This design comes from an exercise in tuning for small area on the open sky130 flow, not from production work.
Only simulation tests tie the RTL to the original design; equivalence was not proved.
Power is estimated from default activity; no workload was simulated.

[config.mk]
export PLATFORM = sky130hd
export DESIGN_NAME = delaybuffer
export DESIGN_NICKNAME = delaybuffer
export VERILOG_FILES = /design/flow/design.v
export SDC_FILE = /design/flow/constraint.sdc
export NUM_CORES = 4
export LEC_CHECK = 0
export CAP_MARGIN = 20
export CORE_MARGIN = 2
export CORE_UTILIZATION = 50
export SLEW_MARGIN = 20
[constraint.sdc]
create_clock -name core_clock -period 5.0 [get_ports {clk_i}]
set_input_delay 1.0000 -clock core_clock [delete_from_list [all_inputs] [get_ports {clk_i}]]
set_output_delay 1.0000 -clock core_clock [all_outputs]
set_load 0.01 [all_outputs]
[design.v]
module ram_1r1w_sync
  #(parameter [31:0] width_p = 8
  ,parameter [31:0] depth_p = 512
  /*verilator lint_off UNUSEDPARAM*/
  ,parameter filename_p = "memory_init_file.bin")
  /*verilator lint_on UNUSEDPARAM*/
  (input [0:0] clk_i
  ,input [0:0] reset_i
  ,input [0:0] wr_valid_i
  ,input [width_p-1:0] wr_data_i
  ,input [$clog2(depth_p) - 1 : 0] wr_addr_i
  ,input [0:0] rd_valid_i
  ,input [$clog2(depth_p) - 1 : 0] rd_addr_i
  ,output [width_p-1:0] rd_data_o);
  logic [width_p-1:0] ram [depth_p-1:0];
  logic [width_p-1:0] rd_data_l;
  always_ff @(posedge clk_i) begin
    if (~reset_i && rd_valid_i)
      rd_data_l <= ram[rd_addr_i];
    if (~reset_i && wr_valid_i) 
      ram[wr_addr_i] <= wr_data_i;
  end
  assign rd_data_o = rd_data_l;
endmodule
module delaybuffer
  #(parameter [31:0] width_p = 16
   ,parameter [31:0] delay_p = 64
   )
  (input [0:0] clk_i
  ,input [0:0] reset_i
  ,input [width_p-1:0] data_i
  ,input [0:0] ready_i
  ,input [0:0] valid_i
  ,output [0:0] ready_o 
  ,output [0:0] valid_o 
  ,output [width_p-1:0] data_o 
  );
  localparam depth_log2_p = $clog2(delay_p + 2);
  localparam [depth_log2_p-1:0] delay_lp = delay_p[depth_log2_p-1:0];
  logic [depth_log2_p-1:0] wr_ptr;
  logic [depth_log2_p-1:0] rd_ptr;
  logic valid_l;
  assign ready_o = ready_i | ~valid_l;
  logic wr_en;  
  assign wr_en = ready_o & valid_i;
  logic rd_en;
  assign rd_en = ready_i & valid_o;
  always_ff @(posedge clk_i) begin
  if (reset_i) begin
    wr_ptr <= delay_lp;
  end
  else if (wr_en) begin
      wr_ptr <= wr_ptr + 1;
    end
  end
  always_ff @(posedge clk_i) begin
  if (reset_i) begin
    rd_ptr <= '0;
  end
  else if (rd_en) begin
      rd_ptr <= rd_ptr + 1;
    end
  end
  always_ff @(posedge clk_i) begin
  if (reset_i) begin
    valid_l <= '0;
  end
  else if (wr_en)
    valid_l <= 1'b1;
  else if (ready_o & ~valid_i)
    valid_l <= '0;
  end
  assign valid_o = valid_l;
  logic [depth_log2_p-1:0] mux;
  assign mux = (rd_en) ? (rd_ptr + 1) : rd_ptr;
  logic [width_p-1:0] rd_addr_l;
  ram_1r1w_sync #(
    .width_p(width_p),
    .depth_p(1 << depth_log2_p),
    .filename_p("")
  ) ram_inst (
    .clk_i(clk_i),
    .reset_i(reset_i),
    .wr_valid_i(wr_en),
    .wr_data_i(data_i),
    .wr_addr_i(wr_ptr),
    .rd_valid_i(1'b1),
    .rd_addr_i(mux),
    .rd_data_o(rd_addr_l)
  );  
  assign data_o = rd_addr_l;
endmodule
[run.sh]
#!/bin/bash
# synth_recipe.tcl (not shown) runs the flow's synth.tcl, then flattens the netlist and writes it again
# the make line also repeats each setting of config.mk as NAME=value (left out here)
make -C /OpenROAD-flow-scripts/flow DESIGN_CONFIG=/design/flow/config.mk WORK_HOME=/design/flow/orfs CLKGATE_MAP_FILE= SYNTH_SCRIPT=/design/flow/synth_recipe.tcl finish
==> results of run 1 <==
## cell families after synthesis
family,Yosys count
flops,2079
mux,1190
compound gates,389
xor+xnor,11
fa+ha+maj,2
simple gates,826
buf+inv,319
## cells in the mapped netlist (all sizes together) (10+ instances only)
cell type / n / area [sq um]
a2111oi: 16 / 140
a211oi: 32 / 240
a21oi: 57 / 285
a221oi: 22 / 218
a22o: 23 / 201
a22oi: 19 / 143
a31oi: 31 / 194
a32oi: 16 / 140
and3: 33 / 206
buf: 241 / 1510
clkbuf: 74 / 278
dfxtp: 15 / 300
edfxtp: 2064 / 62000
mux2: 27 / 304
mux2i: 755 / 7560
mux4: 408 / 9200
nand2: 354 / 1350
nand3: 134 / 688
nand4: 30 / 218
nor2: 153 / 609
nor2b: 27 / 169
nor3: 64 / 335
o211ai: 17 / 128
o21ai: 57 / 297
o221ai: 12 / 105
o22ai: 23 / 144
or4: 10 / 75.1
## worst register-to-register path: cells and delay by family (launching register included)
family | cells | cell delay [ns]
flip-flops | 1 | 0.76
AND/OR/NAND/NOR | 2 | 0.43
AO/OA/AOI/OAI | 4 | 1.54
multiplexers | 1 | 0.33
buffers and inverters | 4 | 1.31
## metrics by stage
stage	worst slack [ns]	total power [W]	hold slack, ns	instance area, sq um	std cells
after floorplan	0.919	0.0206	0.494	87900	4816
after global placement	-0.307	0.0214	0.524	93300	7250
after global routing	0.134	0.0377	0.374	100000	7652
after detailed placement	-0.325	0.0215	0.539	93300	7250
final	0.363	0.0367	0.406	100000	7653
after CTS	0.354	0.0369	0.355	100000	7652
## metal layers
| metal | GRT usage, % | share of wire, % | vias to the layer above |
|---|---|---|---|
| met4 | 10.9 | 4.2 | 2 |
| li1 | - | - | 20300 |
| met1 | 38.7 | 41 | 25700 |
| met2 | 43.8 | 48 | 2161 |
| met5 | 0 | 0.0040 | - |
| met3 | 4.22 | 7.5 | 424 |
## sequential cells by signal (all words and copies together) (netlist names)
name / flops
ram_inst.rd_data_l: 16
wr_ptr: 7
rd_ptr: 7
ram_inst.ram: 2048
valid_l: 1
## area by class of cell
class                      instances  share of cell area (%)
antenna                            1                 0.00250
clock buffer                     260                    5.50
clock inverter                   142                    1.38
inverter                           4                  0.0150
multi-input combinational       2418                    24.2
sequential                      2079                    62.2
tap                             2325                    2.90
timing repair buffer             424                    3.85
## report_power, final
| group | leakage (nW) | total (W) | switching, W | internal [W] |
|---|---|---|---|---|
| logic | 9.28 | 0.00185 | 0.00112 | 0.000729 |
| clock network | 3.37 | 0.0156 | 0.00677 | 0.00886 |
| registers | 18.7 | 0.0192 | 0.0000306 | 0.0192 |
| total | 31.3 | 0.0367 | 0.00792 | 0.0288 |
## final timing paths
| check | from | slack, ns | cells after the start | endpoint |
|---|---|---|---|---|
| worst max register to register | rd_ptr[1] | 0.36 | 11 | ram_inst.rd_data_l[10] |
| worst min-delay path | data_i[8] | 0.41 | 1 | ram_inst.ram[65][8] |
| worst min register to register | wr_ptr[2] | 0.57 | 2 | wr_ptr[2] |
| worst max-delay path | rd_ptr[1] | 0.36 | 11 | ram_inst.rd_data_l[10] |
==> metrics.md, run 1 <==
| Metric | Value |
|---|---|
| RSZ-0062 raised after global routing | no |
| Post-synth cell types | 86 |
| Vias per cell | 6.35 |
| P&R area growth vs syn | 13.9% |
| Simple-gate share of the synthesized area | 4.32% |
| Xor/xnor share of the synthesized area | 0.139% |
| Area of the multi-input gates | 24200 sq um |
| Post CTS Setup Buffer Count | 0 |
| Worst hold path class | input pin to register |
| DRC viols | 0 |
| Max Cap Viol | 0 |
| # rows | 153 |
| Max rail drop VDD | 0.332 mV |
| CP arrival | 5.23 ns |
| Layout fillers | 13.1k |
| Placeable Area | 174000 sq um |
| Final Hold Viols | 0 |
| EDFF count, synth | 2064 |
| Mapped cell area | 87900 sq um |
| Register area share after synthesis | 70.8% |
| Max-slew violation count | 0 |
| Congestion Overflow GR | 0 |
| Fin util | 57.5% |
| 1st-iter DRT viols | 6073 |
| Post-DP HPWL | 153000 um |
| Crit Path Category | register to register |
| Yosys reg bits | 2079 |
| CP Capture Type | register |
| Commonest non-fill, non-tap cell in the layout | edfxtp_1 |
| Routed WL | 247000 um |
| Starting Density | 50.4% |
| Startpoint Class | register |
| Clock transition at path regs | 0.06 ns |
| Largest net degree at the start of global routing | 129 |
| Post-Syn Nets | 4838 |
| P_leak | 31.3 nW |
| Worst-path fanout max | 75 |
| FFs w/ async S/R, synth | 0% |
| Die area | 179000 sq um |
| Crit path max-delay family | compound AO/OA/AOI/OAI gates |
| CTS tree | built |
| Clock Skew | 0.0412 ns |
| Via count | 48.6k |
| WL per Instance | 32.3 um |
| Total Neg Setup Slack | 0 ns |
| Commonest non-fill, non-tap cells in the layout | 2064 x edfxtp_1, 755 x mux2i_1, 404 x mux4_2 |
| Port Buffers | 37 |
| Slowest stage delay, CP | 0.86 ns |
| Multiplexer area fraction after synthesis | 19.4% |
| Worst-Skew Late Latency | 0.86 ns |
| Critical path required time | 5.60 ns |
| Routed Antenna Nets | 0 |
| # IOs | 38 |
| Ys flop type | edfxtp_1 |
| Worst path buffer plus inverter count | 4 |
| Gr usage total | 27.6% |
| Max_slew headroom | 24.2% |
| Fmax | 216 MHz |
| Status | finished clean |
| Post-CTS Hold Buffers | 0 |
| Slowest-stage cell, CP | o221ai_1 |
| Die span in x | 423 um |
| Setup Viol. Count Final | 0 |
| Crit path cell chain | buf_12, a21bo_1, nand2_8, buf_12, buf_4, mux4_2, nand2_1, a31oi_1, o221ai_1, buf_4, o31ai_2 |
| Post-CTS resize count | 0 |
| H-tree depth | 4 |
| DR pass1 iterations | 7 |
| CTS Sinks | 2079 |
| Routability congestion estimate from global placement | 0.920 |
| Initial antenna violation count | 6 |
| Worst-Margin Slew | 1.13 ns |
| Pwr dens | 366 nW/um^2 |
| Share of cells above drive strength 1 | 23.5% |
| Crit path time final | 4.64 ns |
| Final period utilization | 92.7% |
| Seq. cell area | 62300 sq um |
| First-pass GRT wire length | 352000 um |
| Synthesized area per cell | 18.3 sq um |
| Cells after Synth | 4816 |
| Cts bufs inserted | 212 |
| Worst-case clock buffer depth | 3 |
| Root Buffer Master | clkbuf_16 |
| Post-Synth Adder-Cell Area | 0.0285% |
| Complex-gate fraction of the synthesized area | 3.23% |
| Vias in the first global route | 47.8k |
| Nets | 5161 |
| Yosys warnings | 2 |
| Largest family of logic cells by synthesized area | multiplexers |
| Die height | 423 um |
==> run 2, diff against run 1 <==
==> design.v (replaced) <==
module ram_1r1w_sync
  #(parameter [31:0] width_p = 8
  ,parameter [31:0] depth_p = 512
  /*verilator lint_off UNUSEDPARAM*/
  ,parameter filename_p = "memory_init_file.bin")
  /*verilator lint_on UNUSEDPARAM*/
  (input [0:0] clk_i
  ,input [0:0] reset_i
  ,input [0:0] wr_valid_i
  ,input [width_p-1:0] wr_data_i
  ,input [$clog2(depth_p) - 1 : 0] wr_addr_i
  ,input [0:0] rd_valid_i
  ,input [$clog2(depth_p) - 1 : 0] rd_addr_i
  ,output [width_p-1:0] rd_data_o);
  logic [width_p-1:0] ram [depth_p-1:0];
  logic [width_p-1:0] rd_data_l;
  always_ff @(posedge clk_i) begin
    if (~reset_i && rd_valid_i)
      rd_data_l <= ram[rd_addr_i];
    if (~reset_i && wr_valid_i) 
      ram[wr_addr_i] <= wr_data_i;
  end
  assign rd_data_o = rd_data_l;
endmodule
module delaybuffer
  #(parameter [31:0] width_p = 16
   ,parameter [31:0] delay_p = 64
   )
  (input [0:0] clk_i
  ,input [0:0] reset_i
  ,input [width_p-1:0] data_i
  ,input [0:0] ready_i
  ,input [0:0] valid_i
  ,output [0:0] ready_o 
  ,output [0:0] valid_o 
  ,output [width_p-1:0] data_o 
  );
  logic valid_l;
  assign ready_o = ready_i | ~valid_l;
  logic wr_en;
  assign wr_en = ready_o & valid_i;
  always_ff @(posedge clk_i) begin
    if (reset_i)
      valid_l <= 1'b0;
    else if (ready_o)
      valid_l <= valid_i;
  end
  assign valid_o = valid_l;
  logic [width_p-1:0] sr_r [0:delay_p];
  always_ff @(posedge clk_i) begin
    if (wr_en) begin
      sr_r[0] <= data_i;
      for (int i = 1; i <= delay_p; i++)
        sr_r[i] <= sr_r[i-1];
    end
  end
  assign data_o = sr_r[delay_p];
endmodule
--- a/config.mk
+++ b/config.mk
@@ -7,5 +7,8 @@
 export LEC_CHECK = 0
 export CAP_MARGIN = 20
 export CORE_MARGIN = 2
-export CORE_UTILIZATION = 50
+export CORE_UTILIZATION = 70
+export CTS_BUF_LIST = sky130_fd_sc_hd__clkbuf_16
+export CTS_CLUSTER_DIAMETER = 80
+export CTS_CLUSTER_SIZE = 40
 export SLEW_MARGIN = 20
==> run 2 against run 1 <==
  * Register-to-register slack better by 2.6 ns
  * Via count is 81% lower
  * Clock skew is 0.026 ns lower
  * Core utilization is 19 points higher
  * Still clean on timing, DRC and antenna
==> metrics.md, run 2 <==
| Metric | Value |
|---|---|
| Gr usage total | 12.8% |
| Status | finished clean |
| Synth top area cells | edfxtp_1 100%, dfxtp_1 0.064%, nand2b_4 0.044% |
| Max-slew violation count | 0 |
| P&R area growth vs syn | 8.11% |
| Setup Viol. Count Final | 0 |
| Most frequent cell after synthesis | edfxtp_1 |
| Final period utilization | 62.5% |
| Worst-Margin Slew | 0.755 ns |
| CP arrival | 2.12 ns |
| Yosys top cell by area | edfxtp_1 |
| CP dominant cell by count | clkdlybuf4s50_1 |
| Synth top area share | 99.8% |
| First-pass GRT wire length | 46600 um |
| Routability congestion estimate from global placement | 0.668 |
| Share of cells above drive strength 1 | 7.14% |
| Mapped cell area | 31300 sq um |
| Worst-Skew Late Latency | 0.59 ns |
| Max_slew headroom | 49.7% |
| Crit path cell chain | clkdlybuf4s50_1, nand2b_4, clkdlybuf4s50_1 |
| Vias per cell | 5.32 |
| # rows | 77 |
| Die span in x | 215 um |
| Worst hold path class | register to register |
| Die height | 215 um |
| Largest register by flop count | sr_r |
| 1st-iter DRT viols | 811 |
| Post-synth cell types | 6 |
| WL per Instance | 16.8 um |
| Critical path required time | 4.00 ns |
| Placeable Area | 44100 sq um |
| Total Neg Setup Slack | 0 ns |
| Root Buffer Master | clkbuf_16 |
| Ys flop type | edfxtp_1 |
| Commonest non-fill, non-tap cells in the layout | 1040 x edfxtp_1, 37 x clkbuf_16, 37 x clkdlybuf4s50_1 |
| Largest net degree at the start of global routing | 151 |
| Clock Skew | 0.0150 ns |
| Biggest regs | sr_r (1040), valid_l (1) |
| Post-DP HPWL | 12900 um |
| Max Cap Viol | 0 |
| Yosys warnings | 2 |
| Fin util | 76.7% |
| Post CTS Setup Buffer Count | 0 |
| P_leak | 10.9 nW |
| FFs w/ async S/R, synth | 0% |
| Max rail drop VDD | 0.413 mV |
| RSZ-0062 raised after global routing | no |
| Max reg flops | 1040 |
| Worst-path fanout max | 3 |
| Cells after Synth | 1045 |
| Startpoint Class | input pin |
| Placed Area | 32600 sq um |
| Pwr dens | 428 nW/um^2 |
| Diodes inserted | 0 |
| Yosys reg bits | 1041 |
| Synthesized area per cell | 29.9 sq um |
| Layout fillers | 2338 |
| Register area share after synthesis | 99.9% |
| CP Capture Type | primary output |
| EDFF count, synth | 1040 |
| Worst-case clock buffer depth | 3 |
| CTS Sinks | 1041 |
| Commonest non-fill, non-tap cell in the layout | edfxtp_1 |
| H-tree depth | 2 |
| Routed Antenna Nets | 0 |
| Starting Density | 70.9% |
| Post-route cell area | 33800 sq um |
| Final Hold Viols | 0 |
| Post-Syn Nets | 1065 |
| Congestion Overflow GR | 0 |
| Post-CTS resize count | 0 |
| Die area | 46400 sq um |
| Via count | 9343 |
| Vias in the first global route | 8772 |
| Slowest stage delay, CP | 0.53 ns |
| Worst path buffer plus inverter count | 2 |
| Crit path time final | 3.12 ns |
| Port Buffers | 37 |
| Area of the multi-input gates | 31.3 sq um |
| DRC viols | 0 |
| Crit Path Category | input pin to primary output |
| Post-CTS Hold Buffers | 0 |
| # IOs | 38 |
| Clock transition at path regs | 0.12 ns |
| Seq. cell area | 31300 sq um |
| CTS tree | built |
| Slowest-stage cell, CP | clkdlybuf4s50_1 |
| Nets | 1159 |
| Cts bufs inserted | 37 |
| Routed WL | 29500 um |
| Fmax | 320 MHz |
| DR pass1 iterations | 4 |
| Crit path max-delay family | buffers and inverters |
| Initial antenna violation count | 0 |
==> run 2: cell count changes in the layout (fill, tap and decap cells not counted), moves of 131 or more <==
cell / change
clkbuf_16: -176
nor2_1: -131
mux4_2: -404
nand2_1: -348
buf_4: -344
mux2i_1: -755
edfxtp_1: -1024
==> run 2: worst register-to-register path, cell delays in order, from the launching register on <==
cell and delay (ns):
dfxtp_1 0.35, nand2b_4 0.09, and2_4 0.51, buf_12 0.64
==> run 2: per-stage QoR <==
stage	cells	hold WS, ns	power, W	worst slack [ns]
floorplan	1045	0.400	0.0108	-3.78
global placement	1692	0.401	0.0108	1.78
finish	1755	0.419	0.0145	1.88
detailed placement	1692	0.405	0.0108	1.74
global route	1755	0.427	0.0150	1.84
CTS	1755	0.418	0.0147	1.87
==> run 2: layout make-up <==
type	count	share of cell area, %
Clock buffer	37	2.74
Clock inverter	26	0.747
Tap cell	592	2.19
Multi-Input combinational cell	3	0.0925
Timing Repair Buffer	55	1.83
Sequential cell	1041	92.4
Inverter	1	0.0111
==> run 2: metal layers <==
layer	up-vias	wire length, um	GRT usage [%]
met4	0	653	3.82
met5	-	0	0
met3	45	1040	3.06
met2	86	12200	16.8
li1	4414	-	-
met1	4798	15700	22.1
==> run 2: report_power, final <==
group | internal (W) | switching (W)
Sequential | 0.0102 | 0.000144
Combinational | 0.0000525 | 0.000205
Clock | 0.00150 | 0.00234
==> run 2: logic make-up after synthesis <==
| kind of cell | Yosys count | share of synthesized area [%] |
|---|---|---|
| DFF | 1041 | 99.9 |
| and+or+nand+nor | 2 | 0.0720 |
| buffers and inverters | 1 | 0.0120 |
| AOI/OAI and AO/OA | 1 | 0.0280 |
==> run 2: worst paths after layout <==
| path | start | endpoint | slack, ns | depth (start not counted) |
|---|---|---|---|---|
| worst max register to register | valid_l | sr_r[11][15] | 2.92 | 3 |
| worst min register to register | sr_r[16][15] | sr_r[17][15] | 0.42 | 0 |
| worst min-delay path | sr_r[16][15] | sr_r[17][15] | 0.42 | 0 |
| worst max-delay path | ready_i[0] | ready_o[0] | 1.88 | 3 |
==> run 3, diff against run 2 <==
--- a/config.mk
+++ b/config.mk
@@ -9,6 +9,6 @@
 export CORE_MARGIN = 2
 export CORE_UTILIZATION = 70
 export CTS_BUF_LIST = sky130_fd_sc_hd__clkbuf_16
-export CTS_CLUSTER_DIAMETER = 80
-export CTS_CLUSTER_SIZE = 40
+export CTS_CLUSTER_DIAMETER = 50
+export CTS_CLUSTER_SIZE = 30
 export SLEW_MARGIN = 20
==> run 3 against run 2 <==
  * Non-clock buffer count stayed put
  * Design area up 2.6%
  * Clock skew barely moved
  * Still clean on timing, DRC and antenna
  * Clock-buffer cell count rose by 20
  * Highest routed layer unchanged
  * Critical path depth unchanged
==> metrics.md, run 3 <==
| Metric | Value |
|---|---|
| Status | finished clean |
| Diodes inserted | 0 |
| RSZ-0062 raised after global routing | no |
| Setup Viol. Count Final | 0 |
| Yosys warnings | 2 |
| Routed Antenna Nets | 0 |
| Post-CTS Hold Buffers | 0 |
| Yosys reg bits | 1041 |
| Initial antenna violation count | 0 |
| DR pass1 iterations | 4 |
| Post-CTS resize count | 0 |
| Via count | 9573 |
| P_leak | 11.3 nW |
| Biggest regs | sr_r (1040), valid_l (1) |
| Commonest non-fill, non-tap cells in the layout | 1040 x edfxtp_1, 57 x clkbuf_16, 37 x clkdlybuf4s50_1 |
| Hold_sp | sr_r[46][15] |
| Port Buffers | 37 |
| Placeable Area | 44100 sq um |
| Critical path required time | 4.00 ns |
| Max reg flops | 1040 |
| 1st-iter DRT viols | 902 |
| Hold Crit Depth | 0 |
| FFs w/ async S/R, synth | 0% |
| Mapped cell area | 31300 sq um |
| CP arrival | 2.13 ns |
| Clock Skew | 0.0150 ns |
| Cells after Synth | 1045 |
| Simple-gate share of the synthesized area | 0.0720% |
| Routability congestion estimate from global placement | 0.668 |
| Synthesized area per cell | 29.9 sq um |
| Layout fillers | 2204 |
| FF-to-FF path depth | 3 |
| Post-Synth Adder-Cell Area | 0% |
| Worst-Skew Late Latency | 0.63 ns |
| Most frequent cell after synthesis | edfxtp_1 |
| Max_slew headroom | 50.5% |
| Post-Syn Nets | 1065 |
| Root Buffer Master | clkbuf_16 |
| Worst-Margin Slew | 0.743 ns |
| Post-synth cell types | 6 |
| Max rail drop VDD | 0.385 mV |
| Vias in the first global route | 9125 |
| Gr usage total | 13.7% |
| Worst hold path class | register to register |
| Startpoint Class | input pin |
| Multiplexer area fraction after synthesis | 0% |
| CP Capture Type | primary output |
| Worst-case clock buffer depth | 3 |
| Setup crit start | ready_i[0] |
| CTS Sinks | 1041 |
| Die height | 215 um |
| # rows | 77 |
| Crit path time final | 3.13 ns |
| Routed WL | 31300 um |
| Nets | 1178 |
| Post-DP HPWL | 12900 um |
| Synth top area share | 99.8% |
| H-tree depth | 2 |
| Ys flop type | edfxtp_1 |
| Largest net degree at the start of global routing | 151 |
| Largest family of logic cells by synthesized area | simple AND/OR/NAND/NOR gates |
| Die span in x | 215 um |
| Post CTS Setup Buffer Count | 0 |
| DP Cell Count | 1692 |
| Final Hold Viols | 0 |
| Max Cap Viol | 0 |
| Cts bufs inserted | 56 |
| Clock transition at path regs | 0.09 ns |
| Starting Density | 70.9% |
| EDFF count, synth | 1040 |
| # IOs | 38 |
| Complex-gate fraction of the synthesized area | 0.0280% |
| Pwr dens | 457 nW/um^2 |
| Share of cells above drive strength 1 | 10.3% |
| Min setup slack post-route | 1.87 ns |
| WL per Instance | 17.4 um |
| Die area | 46400 sq um |
| Final period utilization | 62.5% |
| Worst reg2reg path startpoint | valid_l |
| Fin util | 78.7% |
| Register area share after synthesis | 99.9% |
| Vias per cell | 5.33 |
| Commonest non-fill, non-tap cell in the layout | edfxtp_1 |
| Placed Area | 32600 sq um |
| P&R area growth vs syn | 10.9% |
| DRC viols | 0 |
| Worst-path fanout max | 3 |
| Largest register by flop count | sr_r |
| CTS tree | built |
| Fmax | 320 MHz |
| Fin cells | 1795 |
| Congestion Overflow GR | 0 |
| Post-route cell area | 34700 sq um |
| Yosys top cell by area | edfxtp_1 |
| Synth top area cells | edfxtp_1 100%, dfxtp_1 0.064%, nand2b_4 0.044% |
| First-pass GRT wire length | 49300 um |
| Xor/xnor share of the synthesized area | 0% |
| Final Power | 0.0159 W |
| Placement Setup Slack | 1.74 ns |
| Crit Path Category | input pin to primary output |
| Max-slew violation count | 0 |
-- run 3: cell counts after synthesis --
Identical to the previous run, type by type.
-- run 3: cell type report --
cell class                      instances  area [sq um]  area share, %
Timing Repair Buffer                   55           618           1.78
Inverter                                1          3.75         0.0108
Sequential cell                      1041         31300           90.0
Clock inverter                         46           639           1.84
Multi-Input combinational cell          3          31.3         0.0901
Clock buffer                           57          1430           4.11
Tap cell                              592           741           2.13
-- run 3: where the power goes --
part | switching (W) | total, W | internal [W]
Clock | 0.00291 | 0.00523 | 0.00232
Sequential | 0.000149 | 0.0104 | 0.0102
Combinational | 0.000205 | 0.000257 | 0.0000525
-- run 3: final timing paths --
kind                            slack, ns           end
worst max-delay path                 1.87    ready_o[0]
worst min-delay path                 0.41  sr_r[47][15]
worst max register to register       2.93  sr_r[13][15]
worst min register to register       0.41  sr_r[47][15]
-- run 3: logic make-up after synthesis --
group / after synthesis
flip-flops: 1041
AND/OR/NAND/NOR: 2
AO/OA/AOI/OAI: 1
buffers and inverters: 1
-- run 3: metrics by stage --
step	setup TNS [ns]	hold WS (ns)
after floorplan	-3934.33	0.400
after global placement	0	0.401
after detailed placement	0	0.405
after CTS	0	0.412
after global routing	0	0.417
final	0	0.413
-- run 3: routing by layer --
layer,track usage (%),vias up,wire length [um]
li1,-,4492,-
met1,22.5,4910,15900
met2,18.6,119,13400
met3,3.58,52,1300
met4,4.46,0,699
met5,0,-,0
-- run 3: critical path: stages --
cell             delay [ns]
clkdlybuf4s50_1        0.46
nand2b_4               0.13
clkdlybuf4s50_1        0.53
==> run 4, diff against run 3 <==
--- a/config.mk
+++ b/config.mk
@@ -9,6 +9,6 @@
 export CORE_MARGIN = 2
 export CORE_UTILIZATION = 70
 export CTS_BUF_LIST = sky130_fd_sc_hd__clkbuf_16
-export CTS_CLUSTER_DIAMETER = 50
-export CTS_CLUSTER_SIZE = 30
+export CTS_CLUSTER_DIAMETER = 120
+export CTS_CLUSTER_SIZE = 38
 export SLEW_MARGIN = 20
==> run 4 against run 3 <==
  * Combinational power barely moved
  * Core utilization fell by 2.8 points
  * Synthesized cell count did not move
  * Worst setup slack improved by 0.0017 ns
  * Via count fell by 3.0%
  * Register-to-register slack barely moved
  * Critical endpoint unchanged
  * Largest cell class unchanged
  * Largest power group unchanged
==> metrics.md, run 4 <==
| Metric | Value |
|---|---|
| Reg-to-reg endpoint | sr_r[12][1] |
| Max rail drop VDD | 0.360 mV |
| Post-DP HPWL | 12900 um |
| Diodes inserted | 0 |
| Crit path time final | 3.12 ns |
| Worst-Margin Slew | 0.762 ns |
| RSZ-0062 raised after global routing | no |
| Layout fillers | 2376 |
| Clock Skew | 0.0210 ns |
| CTS Sinks | 1041 |
| Fmax | 320 MHz |
| P_leak | 10.8 nW |
| Register area share after synthesis | 99.9% |
| Max-slew violation count | 0 |
| H-tree depth | 1 |
| Fin cells | 1736 |
| P&R area growth vs syn | 7.06% |
| EDFF count, synth | 1040 |
| CTS tree | built |
| Yosys reg bits | 1041 |
| Post-synth cell types | 6 |
| Commonest non-fill, non-tap cell in the layout | edfxtp_1 |
| Port Buffers | 37 |
| Final Hold Viols | 0 |
| Final period utilization | 62.5% |
| Die span in x | 215 um |
| Routability congestion estimate from global placement | 0.668 |
| Fin util | 75.9% |
| Die area | 46400 sq um |
| Cts bufs inserted | 31 |
| Worst-Skew Late Latency | 0.62 ns |
| Commonest non-fill, non-tap cells in the layout | 1040 x edfxtp_1, 37 x clkdlybuf4s50_1, 31 x clkbuf_16 |
| Pwr dens | 415 nW/um^2 |
| Root Buffer Master | clkbuf_16 |
| Initial antenna violation count | 0 |
| Die height | 215 um |
| Setup Viol. Count Final | 0 |
| CP arrival | 2.12 ns |
| Post CTS Setup Buffer Count | 0 |
| DRC viols | 0 |
| First-pass GRT wire length | 46100 um |
| Share of cells above drive strength 1 | 4.63% |
| Post-Syn Nets | 1065 |
| CP Capture Type | primary output |
| Worst min-delay path endpoint | sr_r[12][6] |
| Post-CTS resize count | 0 |
| Nets | 1153 |
| Slowest-stage cell, CP | clkdlybuf4s50_1 |
| Routed WL | 29000 um |
| DP Cell Count | 1692 |
| Largest register by flop count | sr_r |
| Mapped cell area | 31300 sq um |
| Hold_sp | sr_r[11][6] |
| Vias per cell | 5.35 |
| DR pass1 iterations | 4 |
| Synth top area share | 99.8% |
| # rows | 77 |
| Post-CTS Hold Buffers | 0 |
| Biggest regs | sr_r (1040), valid_l (1) |
| Via count | 9284 |
| Clock transition at path regs | 0.12 ns |
| Gr usage total | 12.4% |
| Worst hold path class | register to register |
| FF-to-FF path depth | 3 |
| Largest net degree at the start of global routing | 151 |
| FFs w/ async S/R, synth | 0% |
| Worst reg2reg path startpoint | valid_l |
| Worst-path fanout max | 3 |
| Max reg flops | 1040 |
| Crit Path Category | input pin to primary output |
| WL per Instance | 16.7 um |
| Cells after Synth | 1045 |
| Crit path max-delay family | buffers and inverters |
| Yosys top cell by area | edfxtp_1 |
| Startpoint Class | input pin |
| Max Cap Viol | 0 |
| Most frequent cell after synthesis | edfxtp_1 |
| Placeable Area | 44100 sq um |
| Max_slew headroom | 49.2% |
| Yosys warnings | 2 |
| Crit path cell chain | clkdlybuf4s50_1, nand2b_4, clkdlybuf4s50_1 |
| Critical path required time | 4.00 ns |
| Vias in the first global route | 8678 |
| Synthesized area per cell | 29.9 sq um |
| R2R setup slack | 2.92 ns |
| Synth top area cells | edfxtp_1 100%, dfxtp_1 0.064%, nand2b_4 0.044% |
| # IOs | 38 |
| Congestion Overflow GR | 0 |
| Ys flop type | edfxtp_1 |
| Status | finished clean |
| Worst-case clock buffer depth | 3 |
| CP dominant cell by count | clkdlybuf4s50_1 |
| Routed Antenna Nets | 0 |
| Slowest stage delay, CP | 0.53 ns |
| 1st-iter DRT viols | 847 |
| Hold Crit Depth | 0 |
| Starting Density | 70.9% |
| Worst path buffer plus inverter count | 2 |
==> run 4: cell counts after synthesis <==
Identical to the previous run, type by type.
==> run 4: cell type report <==
| class | count | area (sq um) | area share [%] |
|---|---|---|---|
| Clock buffer | 31 | 776 | 2.32 |
| Clock inverter | 13 | 75.1 | 0.224 |
| Inverter | 1 | 3.75 | 0.0112 |
| Multi-Input combinational cell | 3 | 31.3 | 0.0934 |
| Sequential cell | 1041 | 31300 | 93.3 |
| Tap cell | 592 | 741 | 2.21 |
| Timing Repair Buffer | 55 | 618 | 1.85 |
==> run 4: worst max path at each step <==
stage / start / endpoint / slack, ns / depth (start not counted)
2_1_floorplan: ready_i[0] / sr_r[0][0] / -3.78 / 2
3_3_place_gp: ready_i[0] / sr_r[26][7] / 1.78 / 5
3_5_place_dp: ready_i[0] / sr_r[64][5] / 1.74 / 5
4_1_cts: ready_i[0] / ready_o[0] / 1.87 / 3
5_1_grt: ready_i[0] / ready_o[0] / 1.84 / 3
6_report: ready_i[0] / ready_o[0] / 1.88 / 3
==> run 4: cells by family (layout without fill, tap and decap cells) <==
group	count (synthesis)	count (layout)	share of synthesized area (%)
DFF	1041	1041	99.9
AOI/OAI and AO/OA	1	1	0.0280
buffers and inverters	1	100	0.0120
and+or+nand+nor	2	2	0.0720
==> run 4: through the flow <==
stage	total power [W]	TNS (ns)	cell area (sq um)	worst slack (ns)	hold WS, ns
after global routing	0.0144	0	33500	1.84	0.402
after CTS	0.0141	0	33500	1.87	0.406
final	0.0139	0	33500	1.88	0.407
after detailed placement	0.0108	0	32600	1.74	0.405
after floorplan	0.0108	-3934.33	31300	-3.78	0.400
after global placement	0.0108	0	32600	1.78	0.401
==> run 4: routing by layer <==
layer	routed length, um	vias to the layer above	track usage, %	part of all wire [%]
li1	-	4381	-	-
met1	15600	4792	22.1	54
met2	12000	70	16.6	41
met3	791	41	2.06	2.7
met4	653	0	3.15	2.3
met5	0	-	0	0
==> run 4: power breakdown <==
group / total (W) / switching [W] / internal, W
Combinational: 0.000256 / 0.000204 / 0.0000525
Sequential: 0.0104 / 0.000143 / 0.0102
Clock: 0.00328 / 0.00212 / 0.00115
==> run 5, diff against run 4 <==
--- a/config.mk
+++ b/config.mk
@@ -9,6 +9,6 @@
 export CORE_MARGIN = 2
 export CORE_UTILIZATION = 70
 export CTS_BUF_LIST = sky130_fd_sc_hd__clkbuf_16
-export CTS_CLUSTER_DIAMETER = 120
-export CTS_CLUSTER_SIZE = 38
+export CTS_CLUSTER_DIAMETER = 150
+export CTS_CLUSTER_SIZE = 35
 export SLEW_MARGIN = 20
==> run 5 against run 4 <==
  * Still clean on timing, DRC and antenna
  * Core utilization up 0.26 points
  * Total power up 1.8%
  * Global-route usage up 0.31 points
  * Sequential power about the same
  * Cell count about the same
  * First-iteration DRC count up 11%
  * Combinational power about the same
  * Via count up 0.47%
  * Critical endpoint unchanged
==> metrics.md, run 5 <==
| Metric | Value |
|---|---|
| Initial antenna violation count | 0 |
| Max reg flops | 1040 |
| Fin cells | 1737 |
| Nets | 1157 |
| CTS Sinks | 1041 |
| Min setup slack post-route | 1.87 ns |
| Synthesized area per cell | 29.9 sq um |
| Root Buffer Master | clkbuf_16 |
| First-pass GRT wire length | 46500 um |
| P&R area growth vs syn | 7.42% |
| Hold Crit Depth | 0 |
| EDFF count, synth | 1040 |
| Max-slew violation count | 0 |
| Cells after Synth | 1045 |
| Post-synth cell types | 6 |
| Worst-Skew Late Latency | 0.58 ns |
| Reg-to-reg endpoint | sr_r[13][15] |
| Starting Density | 70.9% |
| Placed Area | 32600 sq um |
| Post CTS Setup Buffer Count | 0 |
| Congestion Overflow GR | 0 |
| CTS tree | built |
| Commonest non-fill, non-tap cells in the layout | 1040 x edfxtp_1, 37 x clkbuf_16, 37 x clkdlybuf4s50_1 |
| Pwr dens | 422 nW/um^2 |
| Critical path required time | 4.00 ns |
| Routed WL | 29600 um |
| Die span in x | 215 um |
| DP Cell Count | 1692 |
| Register area share after synthesis | 99.9% |
| Share of cells above drive strength 1 | 5.15% |
| Routed Antenna Nets | 0 |
| Most frequent cell after synthesis | edfxtp_1 |
| 1st-iter DRT viols | 942 |
| Largest register by flop count | sr_r |
| DRC viols | 0 |
| Startpoint Class | input pin |
| # rows | 77 |
| Worst min-delay path endpoint | sr_r[39][10] |
| Worst reg2reg path startpoint | valid_l |
| Diodes inserted | 0 |
| FFs w/ async S/R, synth | 0% |
| Post-Syn Nets | 1065 |
| Worst-path fanout max | 3 |
| Final period utilization | 62.5% |
| Worst-Margin Slew | 0.742 ns |
| DR pass1 iterations | 4 |
| Fmax | 320 MHz |
| Yosys warnings | 2 |
| Die area | 46400 sq um |
| Status | finished clean |
| R2R setup slack | 2.93 ns |
| Placement Setup Slack | 1.74 ns |
| Post-route cell area | 33600 sq um |
| Routability congestion estimate from global placement | 0.668 |
| Ys flop type | edfxtp_1 |
| Commonest non-fill, non-tap cell in the layout | edfxtp_1 |
| Max Cap Viol | 0 |
| Placeable Area | 44100 sq um |
| Mapped cell area | 31300 sq um |
| # IOs | 38 |
| Yosys top cell by area | edfxtp_1 |
| Vias in the first global route | 8748 |
| Post-CTS Hold Buffers | 0 |
| Most used routing layer | met1 |
| Worst hold path class | register to register |
| RSZ-0062 raised after global routing | no |
| Cts bufs inserted | 35 |
| H-tree depth | 2 |
| Synth top area cells | edfxtp_1 100%, dfxtp_1 0.064%, nand2b_4 0.044% |
| WL per Instance | 17.0 um |
| Synth top area share | 99.8% |
| Yosys reg bits | 1041 |
| Gr usage total | 12.7% |
| Clock transition at path regs | 0.12 ns |
| Post-DP HPWL | 12900 um |
| Hold_sp | sr_r[38][10] |
| M2 GR Usage | 16.5% |
| Final Hold Viols | 0 |
| Max rail drop VDD | 0.342 mV |
| Vias per cell | 5.37 |
| Setup Viol. Count Final | 0 |
| Max_slew headroom | 50.6% |
| Met3 GRT Util | 2.34% |
| Met1 Use GR | 22.2% |
| Crit Path Category | input pin to primary output |
| CP arrival | 2.13 ns |
| Crit path time final | 3.13 ns |
| FF-to-FF path depth | 3 |
| Largest net degree at the start of global routing | 151 |
| Worst-case clock buffer depth | 3 |
| Via count | 9328 |
| Port Buffers | 37 |
| Die height | 215 um |
| CP Capture Type | primary output |
| Clock Skew | 0.0186 ns |
| Biggest regs | sr_r (1040), valid_l (1) |
| Post-CTS resize count | 0 |
| P_leak | 10.9 nW |
run 5: cell counts after synthesis:
No cell type changed its count.
run 5: layer usage:
| metal | part of all wire (%) | vias to the layer above | routed length (um) |
|---|---|---|---|
| met5 | 0 | - | 0 |
| met4 | 2.4 | 0 | 709 |
| met3 | 2.9 | 44 | 860 |
| met2 | 41 | 86 | 12000 |
| met1 | 54 | 4806 | 16000 |
| li1 | - | 4392 | - |
run 5: worst max-delay path by stage:
| stage | from | to | depth (start not counted) |
|---|---|---|---|
| after floorplan | ready_i[0] | sr_r[0][0] | 2 |
| after global placement | ready_i[0] | sr_r[26][7] | 5 |
| after detailed placement | ready_i[0] | sr_r[64][5] | 5 |
| after CTS | ready_i[0] | ready_o[0] | 3 |
| after global routing | ready_i[0] | ready_o[0] | 3 |
| final | ready_i[0] | ready_o[0] | 3 |
run 5: power by group:
part           leakage [nW]  internal [W]  switching [W]
sequential             10.1        0.0102       0.000143
combinational         0.291     0.0000525       0.000205
clock                 0.499       0.00136        0.00217
run 5: area by class of cell:
class / count / area [sq um]
flip-flops and latches: 1041 / 31300
clock inverters: 8 / 37.5
well taps: 592 / 741
fillers: 2365 / 10500
clock buffers: 37 / 926
multi-input cells: 3 / 31.3
inverters: 1 / 3.75
repair buffers: 55 / 618
run 5: logic make-up (layout without fill, tap and decap cells):
group / count (synthesis) / after routing / share of synthesized area, %
AOI/OAI and AO/OA: 1 / 1 / 0.0280
and+or+nand+nor: 2 / 2 / 0.0720
buffers and inverters: 1 / 101 / 0.0120
DFF: 1041 / 1041 / 99.9
run 5: per-stage QoR:
stage / utilization [%] / hold slack (ns) / TNS, ns / total power [W]
6_report: 76.2 / 0.416 / 0 / 0.0142
2_1_floorplan: - / 0.400 / -3934.33 / 0.0108
4_1_cts: 76.2 / 0.419 / 0 / 0.0144
5_1_grt: 76.2 / 0.417 / 0 / 0.0147
3_5_place_dp: 74.0 / 0.405 / 0 / 0.0108
3_3_place_gp: 74.0 / 0.401 / 0 / 0.0108
run 5: critical path: stages:
cell	delay (ns)
clkdlybuf4s50_1	0.46
nand2b_4	0.13
clkdlybuf4s50_1	0.53
==> run 6, diff against run 5 <==
--- a/config.mk
+++ b/config.mk
@@ -7,8 +7,5 @@
 export LEC_CHECK = 0
 export CAP_MARGIN = 20
 export CORE_MARGIN = 2
-export CORE_UTILIZATION = 70
-export CTS_BUF_LIST = sky130_fd_sc_hd__clkbuf_16
-export CTS_CLUSTER_DIAMETER = 150
-export CTS_CLUSTER_SIZE = 35
+export CORE_UTILIZATION = 50
 export SLEW_MARGIN = 20
==> run 6 against run 5 <==
  * Design area rose by 7.3%
  * Combinational power up 5%
  * Hold slack got worse by 0.0080 ns
  * Cell count increased by 22%
  * Die area increased by 39%
  * Sequential power is essentially flat
  * Core utilization fell by 18 points
  * Critical path type unchanged
  * Largest cell class unchanged
==> metrics.md, run 6 <==
| Metric | Value |
|---|---|
| EDFF count, synth | 1040 |
| Largest net degree at the start of global routing | 159 |
| Die span in x | 254 um |
| First-pass GRT wire length | 52300 um |
| DRC viols | 0 |
| P_leak | 11.9 nW |
| P&R area growth vs syn | 15.2% |
| Critical path required time | 4.00 ns |
| Placed Area | 33000 sq um |
| Hold Crit Depth | 0 |
| Crit Path Category | input pin to primary output |
| Register area share after synthesis | 99.9% |
| Worst-Margin Slew | 0.780 ns |
| Most frequent cell after synthesis | edfxtp_1 |
| Fin util | 58.3% |
| Placeable Area | 61800 sq um |
| Die area | 64600 sq um |
| # IOs | 38 |
| Share of cells above drive strength 1 | 12.8% |
| CP Capture Type | primary output |
| Worst-case clock buffer depth | 3 |
| Clock Skew | 0.0143 ns |
| 1st-iter DRT viols | 783 |
| Via count | 10.0k |
| Initial antenna violation count | 0 |
| Pwr dens | 488 nW/um^2 |
| Cts bufs inserted | 100 |
| Max_slew headroom | 48.0% |
| Routability congestion estimate from global placement | 0.648 |
| Status | finished clean |
| Final Power | 0.0176 W |
| Worst hold path class | register to register |
| Hold_sp | sr_r[9][15] |
| Post-synth cell types | 6 |
| Post CTS Setup Buffer Count | 0 |
| Biggest regs | sr_r (1040), valid_l (1) |
| Max reg flops | 1040 |
| Ys flop type | edfxtp_1 |
| H-tree depth | 3 |
| Post-CTS Hold Buffers | 0 |
| Post-route cell area | 36100 sq um |
| Final Hold Viols | 0 |
| Post-CTS resize count | 0 |
| Gr usage total | 10.2% |
| Routed WL | 32800 um |
| Worst min-delay path endpoint | sr_r[10][15] |
| Root Buffer Master | clkbuf_16 |
| Cells after Synth | 1045 |
| Post-DP HPWL | 13400 um |
| Routed Antenna Nets | 0 |
| Synthesized area per cell | 29.9 sq um |
| Max Cap Viol | 0 |
| Max-slew violation count | 0 |
| CTS tree | built |
| # rows | 91 |
| Yosys warnings | 2 |
| Fmax | 320 MHz |
| Vias per cell | 4.73 |
| Die height | 254 um |
| Yosys reg bits | 1041 |
| Largest register by flop count | sr_r |
| Worst reg2reg path startpoint | valid_l |
| Synth top area share | 99.8% |
| Starting Density | 50.6% |
| Startpoint Class | input pin |
| Diodes inserted | 0 |
| DR pass1 iterations | 6 |
| Port Buffers | 37 |
| Worst-path fanout max | 3 |
| Commonest non-fill, non-tap cells in the layout | 1040 x edfxtp_1, 102 x clkbuf_16, 37 x clkdlybuf4s50_1 |
| Vias in the first global route | 10.0k |
| CTS Sinks | 1041 |
| RSZ-0062 raised after global routing | no |
| R2R setup slack | 2.86 ns |
| Commonest non-fill, non-tap cell in the layout | edfxtp_1 |
| Min setup slack post-route | 1.88 ns |
| Setup Viol. Count Final | 0 |
| Crit path time final | 3.12 ns |
| CP arrival | 2.12 ns |
| FFs w/ async S/R, synth | 0% |
| Max rail drop VDD | 0.256 mV |
| Final period utilization | 62.4% |
| Yosys top cell by area | edfxtp_1 |
| Placement Setup Slack | 1.66 ns |
| WL per Instance | 15.5 um |
| Nets | 1229 |
| Worst-Skew Late Latency | 0.63 ns |
| Congestion Overflow GR | 0 |
| Post-Syn Nets | 1065 |
| Mapped cell area | 31300 sq um |
| Clock transition at path regs | 0.06 ns |
| Synth top area cells | edfxtp_1 100%, dfxtp_1 0.064%, nand2b_4 0.044% |
| FF-to-FF path depth | 3 |
| Reg-to-reg endpoint | sr_r[12][6] |
-- run 6: cell counts after synthesis --
Identical to the previous run, type by type.
-- run 6: worst max-delay path by stage --
stage | startpoint | end | slack (ns)
global placement | ready_i[0] | sr_r[42][3] | 1.71
finish | ready_i[0] | ready_o[0] | 1.88
global route | ready_i[0] | ready_o[0] | 1.85
CTS | ready_i[0] | ready_o[0] | 1.87
floorplan | ready_i[0] | sr_r[0][0] | -3.78
detailed placement | ready_i[0] | sr_r[42][3] | 1.66
-- run 6: critical path, cell delays in order --
cell             delay, ns
clkdlybuf4s50_1       0.46
nand2b_4              0.13
clkdlybuf4s50_1       0.53
-- run 6: report_power, final --
| group | leakage (nW) | total [W] | switching, W | internal, W |
|---|---|---|---|---|
| Combinational | 0.334 | 0.000271 | 0.000211 | 0.0000599 |
| Clock | 1.49 | 0.00692 | 0.00295 | 0.00397 |
| Sequential | 10.1 | 0.0104 | 0.000140 | 0.0103 |
-- run 6: metal layers --
| metal | track usage [%] | wire (um) |
|---|---|---|
| met5 | 0 | 0 |
| met4 | 4.91 | 1030 |
| met3 | 3.24 | 1420 |
| met2 | 13.3 | 13400 |
| met1 | 15.8 | 17000 |
-- run 6: final cells by class --
class                      instances  area (sq um)
fill                            4336         25800
tap                              837          1050
clock buffer                     122          2630
inverter                           1          3.75
clock inverter                    53           398
sequential                      1041         31300
timing repair buffer              62           696
multi-input combinational          3          31.3
-- run 6: kinds of logic (layout without fill, tap and decap cells) --
logic type,Yosys count,count (layout),share of synthesized area [%]
buffers and inverters,1,238,0.0120
AO/OA/AOI/OAI,1,1,0.0280
flip-flops,1041,1041,99.9
AND/OR/NAND/NOR,2,2,0.0720
-- run 6: per-stage QoR --
| stage | instances | TNS, ns | hold WS, ns |
|---|---|---|---|
| 2_1_floorplan | 1045 | -3934.33 | 0.400 |
| 4_1_cts | 2119 | 0 | 0.409 |
| 3_5_place_dp | 1944 | 0 | 0.405 |
| 3_3_place_gp | 1944 | 0 | 0.400 |
| 5_1_grt | 2119 | 0 | 0.417 |
| 6_report | 2119 | 0 | 0.408 |
==> run 7, diff against run 6 <==
--- a/config.mk
+++ b/config.mk
@@ -7,5 +7,9 @@
 export LEC_CHECK = 0
 export CAP_MARGIN = 20
 export CORE_MARGIN = 2
-export CORE_UTILIZATION = 50
+export CORE_UTILIZATION = 85
+export CTS_BUF_LIST = sky130_fd_sc_hd__clkbuf_8
+export CTS_CLUSTER_DIAMETER = 50
+export CTS_CLUSTER_SIZE = 22
+export PLACE_DENSITY = 0.9
 export SLEW_MARGIN = 20
==> run 7 against run 6 <==
  * The run now fails in 3_5_place_dp
  * Synthesized area stayed put
  * Synthesized cell count stayed put
==> metrics.md, run 7 <==
| Metric | Value |
|---|---|
| Status | did not finish |
| Fail Step | 3_5_place_dp |
| Error | Error: detail_place.tcl, 38 bad optional access |
| Synth top area cells | edfxtp_1 100%, dfxtp_1 0.064%, nand2b_4 0.044% |
| Yosys reg bits | 1041 |
| Cells after Synth | 1045 |
| Ys flop type | edfxtp_1 |
| Post-Syn Nets | 1065 |
| Yosys warnings | 2 |
| Post-synth cell types | 6 |
| Starting Density | 85.9% |
| EDFF count, synth | 1040 |
| Synthesized area per cell | 29.9 sq um |
| FFs w/ async S/R, synth | 0% |
| Synth top area share | 99.8% |
| Yosys top cell by area | edfxtp_1 |
| Die span in x | 196 um |
| Register area share after synthesis | 99.9% |
| Port Buffers | 37 |
| # rows | 70 |
| Die height | 196 um |
| Most frequent cell after synthesis | edfxtp_1 |
| # IOs | 38 |
| Mapped cell area | 31300 sq um |
| Routability congestion estimate from global placement | 0.685 |
[run 7: cell counts after synthesis]
No cell type changed its count.
[run 7: cells by family after synthesis]
logic type | count (synthesis) | share of synthesized area (%)
buf+inv | 1 | 0.0120
flops | 1041 | 99.9
compound gates | 1 | 0.0280
simple gates | 2 | 0.0720
[run 7: power by group through the flow]
stage	sequential (W)	clock, W	combinational [W]
2_1_floorplan	0.0107	0	0.000152
3_3_place_gp	0.0106	0	0.000250
[run 7: metrics by stage]
step | cell area [sq um] | power, W | hold slack [ns] | setup WS, ns
after floorplan | 31300 | 0.0108 | 0.400 | -3.78
after global placement | 32500 | 0.0108 | 0.401 | 1.65
[run 7: worst max-delay path by stage]
stage                         from           to  slack, ns  cells past startpoint
after floorplan         ready_i[0]   sr_r[0][0]      -3.78                      2
after global placement  ready_i[0]  sr_r[64][6]       1.65                      4
==> run 8, diff against run 7 <==
--- a/config.mk
+++ b/config.mk
@@ -7,9 +7,8 @@
 export LEC_CHECK = 0
 export CAP_MARGIN = 20
 export CORE_MARGIN = 2
-export CORE_UTILIZATION = 85
+export CORE_UTILIZATION = 78
 export CTS_BUF_LIST = sky130_fd_sc_hd__clkbuf_8
-export CTS_CLUSTER_DIAMETER = 50
-export CTS_CLUSTER_SIZE = 22
-export PLACE_DENSITY = 0.9
+export CTS_CLUSTER_DIAMETER = 60
+export CTS_CLUSTER_SIZE = 20
 export SLEW_MARGIN = 20
==> run 8 against run 7 <==
  * The run again fails in 3_5_place_dp
  * Synthesized cell count unchanged
  * Synthesized area stayed put
==> metrics.md, run 8 <==
| Metric | Value |
|---|---|
| Status | did not finish |
| Fail Step | 3_5_place_dp |
| Error | [ERROR DPL-0033] detailed placement checks failed during check placement. |
| Mapped cell area | 31300 sq um |
| Post-synth cell types | 6 |
| Die span in x | 204 um |
| Routability congestion estimate from global placement | 0.668 |
| Starting Density | 78.9% |
| Synthesized area per cell | 29.9 sq um |
| Register area share after synthesis | 99.9% |
| # rows | 73 |
| Synth top area cells | edfxtp_1 100%, dfxtp_1 0.064%, nand2b_4 0.044% |
| Post-DP HPWL | 22000 um |
| Yosys reg bits | 1041 |
| Cells after Synth | 1045 |
| EDFF count, synth | 1040 |
| Synth top area share | 99.8% |
| Yosys warnings | 2 |
| Most frequent cell after synthesis | edfxtp_1 |
| # IOs | 38 |
| Ys flop type | edfxtp_1 |
| Die height | 204 um |
| Post-Syn Nets | 1065 |
| FFs w/ async S/R, synth | 0% |
| Yosys top cell by area | edfxtp_1 |
| Port Buffers | 37 |
## run 8: worst min path at each step
stage                      endpoint  slack [ns]   startpoint  cells past startpoint
after floorplan         sr_r[10][0]        0.40   sr_r[9][0]                      0
after global placement  sr_r[14][0]        0.40  sr_r[13][0]                      0
## run 8: kinds of logic after synthesis
logic type      after synthesis  share of synthesized area [%]
simple gates                  2                         0.0720
buf+inv                       1                         0.0120
compound gates                1                         0.0280
flops                      1041                           99.9
## run 8: power groups by stage
stage	clock [W]	sequential [W]	combinational, W
after global placement	0	0.0106	0.000248
after floorplan	0	0.0107	0.000152
## run 8: stage by stage
stage | TNS, ns | hold slack (ns)
3_3_place_gp | 0 | 0.401
2_1_floorplan | -3934.33 | 0.400
==> run 9, diff against run 8 <==
--- a/config.mk
+++ b/config.mk
@@ -7,8 +7,8 @@
 export LEC_CHECK = 0
 export CAP_MARGIN = 20
 export CORE_MARGIN = 2
-export CORE_UTILIZATION = 78
-export CTS_BUF_LIST = sky130_fd_sc_hd__clkbuf_8
+export CORE_UTILIZATION = 70
+export CTS_BUF_LIST = sky130_fd_sc_hd__clkbuf_4 sky130_fd_sc_hd__clkbuf_8
 export CTS_CLUSTER_DIAMETER = 60
 export CTS_CLUSTER_SIZE = 20
 export SLEW_MARGIN = 20
==> run 9 against run 8 <==
  * Synthesized cell count unchanged
  * Synthesized area unchanged
  * Now clean on timing, DRC and antenna
==> metrics.md, run 9 <==
| Metric | Value |
|---|---|
| Status | finished clean |
| Share of cells above drive strength 1 | 8.17% |
| # IOs | 38 |
| Final Power | 0.0141 W |
| Worst-Margin Slew | 0.764 ns |
| Most frequent cell after synthesis | edfxtp_1 |
| Max reg flops | 1040 |
| Post-CTS Hold Buffers | 0 |
| P&R area growth vs syn | 7.41% |
| Initial antenna violation count | 0 |
| Seq. cell area | 31300 sq um |
| Crit Path Category | input pin to primary output |
| Routed Antenna Nets | 0 |
| Critical path required time | 4.00 ns |
| Biggest regs | sr_r (1040), valid_l (1) |
| Hold WS | 0.416 ns |
| Worst hold path class | register to register |
| Ys flop type | edfxtp_1 |
| Clock transition at path regs | 0.11 ns |
| Root Buffer Master | clkbuf_8 |
| Placeable Area | 44100 sq um |
| R2R setup slack | 2.92 ns |
| Final Hold Viols | 0 |
| CP Capture Type | primary output |
| Port Buffers | 37 |
| Nets | 1180 |
| Vias per cell | 5.37 |
| # rows | 77 |
| Gr usage total | 13.0% |
| Reg-to-reg endpoint | sr_r[10][15] |
| Worst reg2reg path startpoint | valid_l |
| Hold_sp | sr_r[49][13] |
| Die height | 215 um |
| Largest net degree at the start of global routing | 151 |
| Setup Viol. Count Final | 0 |
| Max Cap Viol | 0 |
| Worst-path fanout max | 3 |
| P_leak | 10.9 nW |
| Via count | 9480 |
| Cells after Synth | 1045 |
| CTS tree | built |
| Crit path time final | 3.12 ns |
| CTS Sinks | 1041 |
| Yosys reg bits | 1041 |
| Post-Syn Nets | 1065 |
| Fmax | 320 MHz |
| Cts bufs inserted | 58 |
| Area of the multi-input gates | 31.3 sq um |
| Die area | 46400 sq um |
| Post-synth cell types | 6 |
| Fin cells | 1767 |
| FFs w/ async S/R, synth | 0% |
| Layout fillers | 2330 |
| RSZ-0062 raised after global routing | no |
| Routability congestion estimate from global placement | 0.668 |
| Clock Skew | 0.0220 ns |
| Max-slew violation count | 0 |
| Commonest non-fill, non-tap cell in the layout | edfxtp_1 |
| Synthesized area per cell | 29.9 sq um |
| DRC viols | 0 |
| Synth top area share | 99.8% |
| Vias in the first global route | 8988 |
| Largest register by flop count | sr_r |
| Die span in x | 215 um |
| Starting Density | 70.9% |
| DR pass1 iterations | 5 |
| DP Cell Count | 1692 |
| Final period utilization | 62.5% |
| CP arrival | 2.12 ns |
| Worst-case clock buffer depth | 3 |
| Placement Setup Slack | 1.74 ns |
| Yosys top cell by area | edfxtp_1 |
| Max_slew headroom | 49.1% |
| Synth top area cells | edfxtp_1 100%, dfxtp_1 0.064%, nand2b_4 0.044% |
| Diodes inserted | 0 |
| Total Neg Setup Slack | 0 ns |
| EDFF count, synth | 1040 |
| Post CTS Setup Buffer Count | 0 |
| Commonest non-fill, non-tap cells in the layout | 1040 x edfxtp_1, 59 x clkbuf_8, 37 x clkdlybuf4s50_1 |
| FF-to-FF path depth | 3 |
| Mapped cell area | 31300 sq um |
| Register area share after synthesis | 99.9% |
| WL per Instance | 16.9 um |
| Max rail drop VDD | 0.289 mV |
| Min setup slack post-route | 1.88 ns |
| Pwr dens | 419 nW/um^2 |
| Routed WL | 29900 um |
| Post-DP HPWL | 12900 um |
| Yosys warnings | 2 |
| Hold Crit Depth | 0 |
| H-tree depth | 2 |
| First-pass GRT wire length | 47400 um |
| Post-CTS resize count | 0 |
| Startpoint Class | input pin |
| Worst min-delay path endpoint | sr_r[50][13] |
| 1st-iter DRT viols | 796 |
| Worst-Skew Late Latency | 0.68 ns |
| Congestion Overflow GR | 0 |
[run 9: cell counts after synthesis]
No cell type changed its count.
[run 9: routing by layer]
metal  GRT usage (%)  up-vias  share of wire [%]
li1                -     4426                  -
met1            22.5     4866                 53
met2            16.6      129                 41
met3            3.48       59                4.3
met4            4.28        0                2.4
met5               0        -                  0
[run 9: how the worst max path moves through the flow]
stage	start	endpoint	slack (ns)	cells after the start
5_1_grt	ready_i[0]	ready_o[0]	1.84	3
3_3_place_gp	ready_i[0]	sr_r[26][7]	1.78	5
2_1_floorplan	ready_i[0]	sr_r[0][0]	-3.78	2
3_5_place_dp	ready_i[0]	sr_r[64][5]	1.74	5
4_1_cts	ready_i[0]	ready_o[0]	1.87	3
6_report	ready_i[0]	ready_o[0]	1.88	3
[run 9: final cells by class]
cell class	count	share of cell area (%)
flip-flops and latches	1041	93.0
clock buffers	71	2.68
well taps	592	2.20
repair buffers	55	1.84
clock inverters	4	0.175
multi-input cells	3	0.0931
inverters	1	0.0112
[run 9: critical path: stages]
cell and delay, ns:
clkdlybuf4s50_1 0.46, nand2b_4 0.13, clkdlybuf4s50_1 0.53
[run 9: cells by family (layout without fill, tap and decap cells)]
family	Yosys count	in the layout	synth area share, %
flip-flops	1041	1041	99.9
AO/OA/AOI/OAI	1	1	0.0280
buffers and inverters	1	131	0.0120
AND/OR/NAND/NOR	2	2	0.0720
[run 9: power breakdown]
group	internal [W]	switching [W]	total, W
Sequential	0.0102	0.000143	0.0104
Combinational	0.0000525	0.000205	0.000257
Clock	0.00123	0.00220	0.00343
[run 9: per-stage QoR]
step / area [sq um] / utilization [%]
after floorplan: 31300 / -
after global placement: 32600 / 74.0
after detailed placement: 32600 / 74.0
after CTS: 33600 / 76.2
after global routing: 33600 / 76.2
final: 33600 / 76.2
==> run 10, diff against run 9 <==
--- a/config.mk
+++ b/config.mk
@@ -8,7 +8,7 @@
 export CAP_MARGIN = 20
 export CORE_MARGIN = 2
 export CORE_UTILIZATION = 70
-export CTS_BUF_LIST = sky130_fd_sc_hd__clkbuf_4 sky130_fd_sc_hd__clkbuf_8
-export CTS_CLUSTER_DIAMETER = 60
-export CTS_CLUSTER_SIZE = 20
+export CTS_BUF_LIST = sky130_fd_sc_hd__clkbuf_8 sky130_fd_sc_hd__clkbuf_16
+export CTS_CLUSTER_DIAMETER = 100
+export CTS_CLUSTER_SIZE = 30
 export SLEW_MARGIN = 20
==> run 10 against run 9 <==
  * Flip-flop and latch count did not move
  * Via count fell by 1.4%
  * Critical path type unchanged
  * Design area rose by 0.32%
  * Sequential power barely moved
  * Clock skew fell by 0.0072 ns
  * Worst setup slack barely moved
  * Clock power rose by 7.3%
  * Cell count fell by 1.4%
  * Die area did not move
  * Critical path depth did not move
==> metrics.md, run 10 <==
| Metric | Value |
|---|---|
| Register area share after synthesis | 99.9% |
| WL per Instance | 17.0 um |
| Starting Density | 70.9% |
| Yosys reg bits | 1041 |
| Via count | 9344 |
| DP Cell Count | 1692 |
| Post-CTS resize count | 0 |
| DRC viols | 0 |
| Met2 WL post-DR | 12100 um |
| Die span in x | 215 um |
| CP Capture Type | primary output |
| Max-slew violation count | 0 |
| Status | finished clean |
| CTS Sinks | 1041 |
| Synthesized area per cell | 29.9 sq um |
| Worst-path fanout max | 3 |
| Final Hold Viols | 0 |
| Final period utilization | 62.5% |
| Port Buffers | 37 |
| Post-Syn Nets | 1065 |
| Share of cells above drive strength 1 | 5.48% |
| Worst-Margin Slew | 0.763 ns |
| Biggest regs | sr_r (1040), valid_l (1) |
| Metal3 WL | 969 um |
| Crit path max-delay family | buffers and inverters |
| Met1 Wirelength | 15800 um |
| Worst-Skew Late Latency | 0.58 ns |
| Setup Viol. Count Final | 0 |
| Post-synth cell types | 6 |
| CP arrival | 2.12 ns |
| Die height | 215 um |
| Post CTS Setup Buffer Count | 0 |
| Max_slew headroom | 49.2% |
| Clock Skew | 0.0148 ns |
| DR pass1 iterations | 8 |
| Initial antenna violation count | 0 |
| # IOs | 38 |
| Nets | 1162 |
| RSZ-0062 raised after global routing | no |
| Final Power | 0.0143 W |
| Crit path time final | 3.12 ns |
| Yosys warnings | 2 |
| Gr usage total | 12.8% |
| P&R area growth vs syn | 7.75% |
| Worst path buffer plus inverter count | 2 |
| Fmax | 320 MHz |
| Most frequent cell after synthesis | edfxtp_1 |
| Max rail drop VDD | 0.392 mV |
| Synth top area cells | edfxtp_1 100%, dfxtp_1 0.064%, nand2b_4 0.044% |
| Pwr dens | 425 nW/um^2 |
| Routability congestion estimate from global placement | 0.668 |
| Synth top area share | 99.8% |
| Cells after Synth | 1045 |
| Post-CTS Hold Buffers | 0 |
| First-pass GRT wire length | 46800 um |
| Critical path required time | 4.00 ns |
| Clock transition at path regs | 0.10 ns |
| Mapped cell area | 31300 sq um |
| Top Metal Used | met4 |
| H-tree depth | 2 |
| CP dominant cell by count | clkdlybuf4s50_1 |
| Max reg flops | 1040 |
| Commonest non-fill, non-tap cell in the layout | edfxtp_1 |
| Crit path cell chain | clkdlybuf4s50_1, nand2b_4, clkdlybuf4s50_1 |
| Placeable Area | 44100 sq um |
| Largest net degree at the start of global routing | 151 |
| Post-DP HPWL | 12900 um |
| P_leak | 10.9 nW |
| FFs w/ async S/R, synth | 0% |
| 1st-iter DRT viols | 853 |
| Congestion Overflow GR | 0 |
| Slowest-stage cell, CP | clkdlybuf4s50_1 |
| Vias in the first global route | 8829 |
| Max Cap Viol | 0 |
| Placement Setup Slack | 1.74 ns |
| EDFF count, synth | 1040 |
| Ys flop type | edfxtp_1 |
| # rows | 77 |
| Min setup slack post-route | 1.88 ns |
| Diodes inserted | 0 |
| Largest register by flop count | sr_r |
| Startpoint Class | input pin |
| Vias per cell | 5.36 |
| Routed WL | 29600 um |
| Routed Antenna Nets | 0 |
| Die area | 46400 sq um |
| Crit Path Category | input pin to primary output |
| CTS tree | built |
| Slowest stage delay, CP | 0.53 ns |
| Yosys top cell by area | edfxtp_1 |
| Worst-case clock buffer depth | 3 |
| Fin cells | 1742 |
| Commonest non-fill, non-tap cells in the layout | 1040 x edfxtp_1, 41 x clkbuf_16, 37 x clkdlybuf4s50_1 |
| Worst hold path class | register to register |
| Root Buffer Master | clkbuf_16 |
| Cts bufs inserted | 40 |
-- run 10: kinds of logic (layout without fill, tap and decap cells) --
group           after synthesis  in the layout  share of synthesized area [%]
flops                      1041           1041                           99.9
simple gates                  2              2                         0.0720
compound gates                1              1                         0.0280
buf+inv                       1            106                         0.0120
-- run 10: power by group --
group	switching, W	total, W	internal (W)	leakage, nW
combinational	0.000205	0.000257	0.0000525	0.291
clock	0.00219	0.00368	0.00150	0.554
sequential	0.000144	0.0104	0.0102	10.1
total	0.00254	0.0143	0.0118	10.9
-- run 10: area by class of cell --
type	instances	area (sq um)
flip-flops and latches	1041	31300
fillers	2340	10400
clock buffers	41	1030
well taps	592	741
repair buffers	55	618
clock inverters	9	41.3
multi-input cells	3	31.3
inverters	1	3.75
-- run 10: path summary, 6_finish.rpt --
kind                                   start            to  slack (ns)  cells past startpoint
worst max-delay path              ready_i[0]    ready_o[0]        1.88                      3
worst min-delay path            sr_r[26][10]  sr_r[27][10]        0.41                      0
worst min register to register  sr_r[26][10]  sr_r[27][10]        0.41                      0
worst max register to register       valid_l  sr_r[11][15]        2.92                      3
-- run 10: through the flow --
stage	instance area, sq um	utilization, %	TNS (ns)	hold slack, ns
2_1_floorplan	31300	-	-3934.33	0.400
3_3_place_gp	32600	74.0	0	0.401
3_5_place_dp	32600	74.0	0	0.405
4_1_cts	33700	76.4	0	0.417
5_1_grt	33700	76.4	0	0.421
6_report	33700	76.4	0	0.415
-- run 10: layer usage --
metal  track usage, %  vias up
met5                0        -
met4             4.60        0
met3             2.35       43
met2             16.7      104
met1             22.3     4794
li1                 -     4403
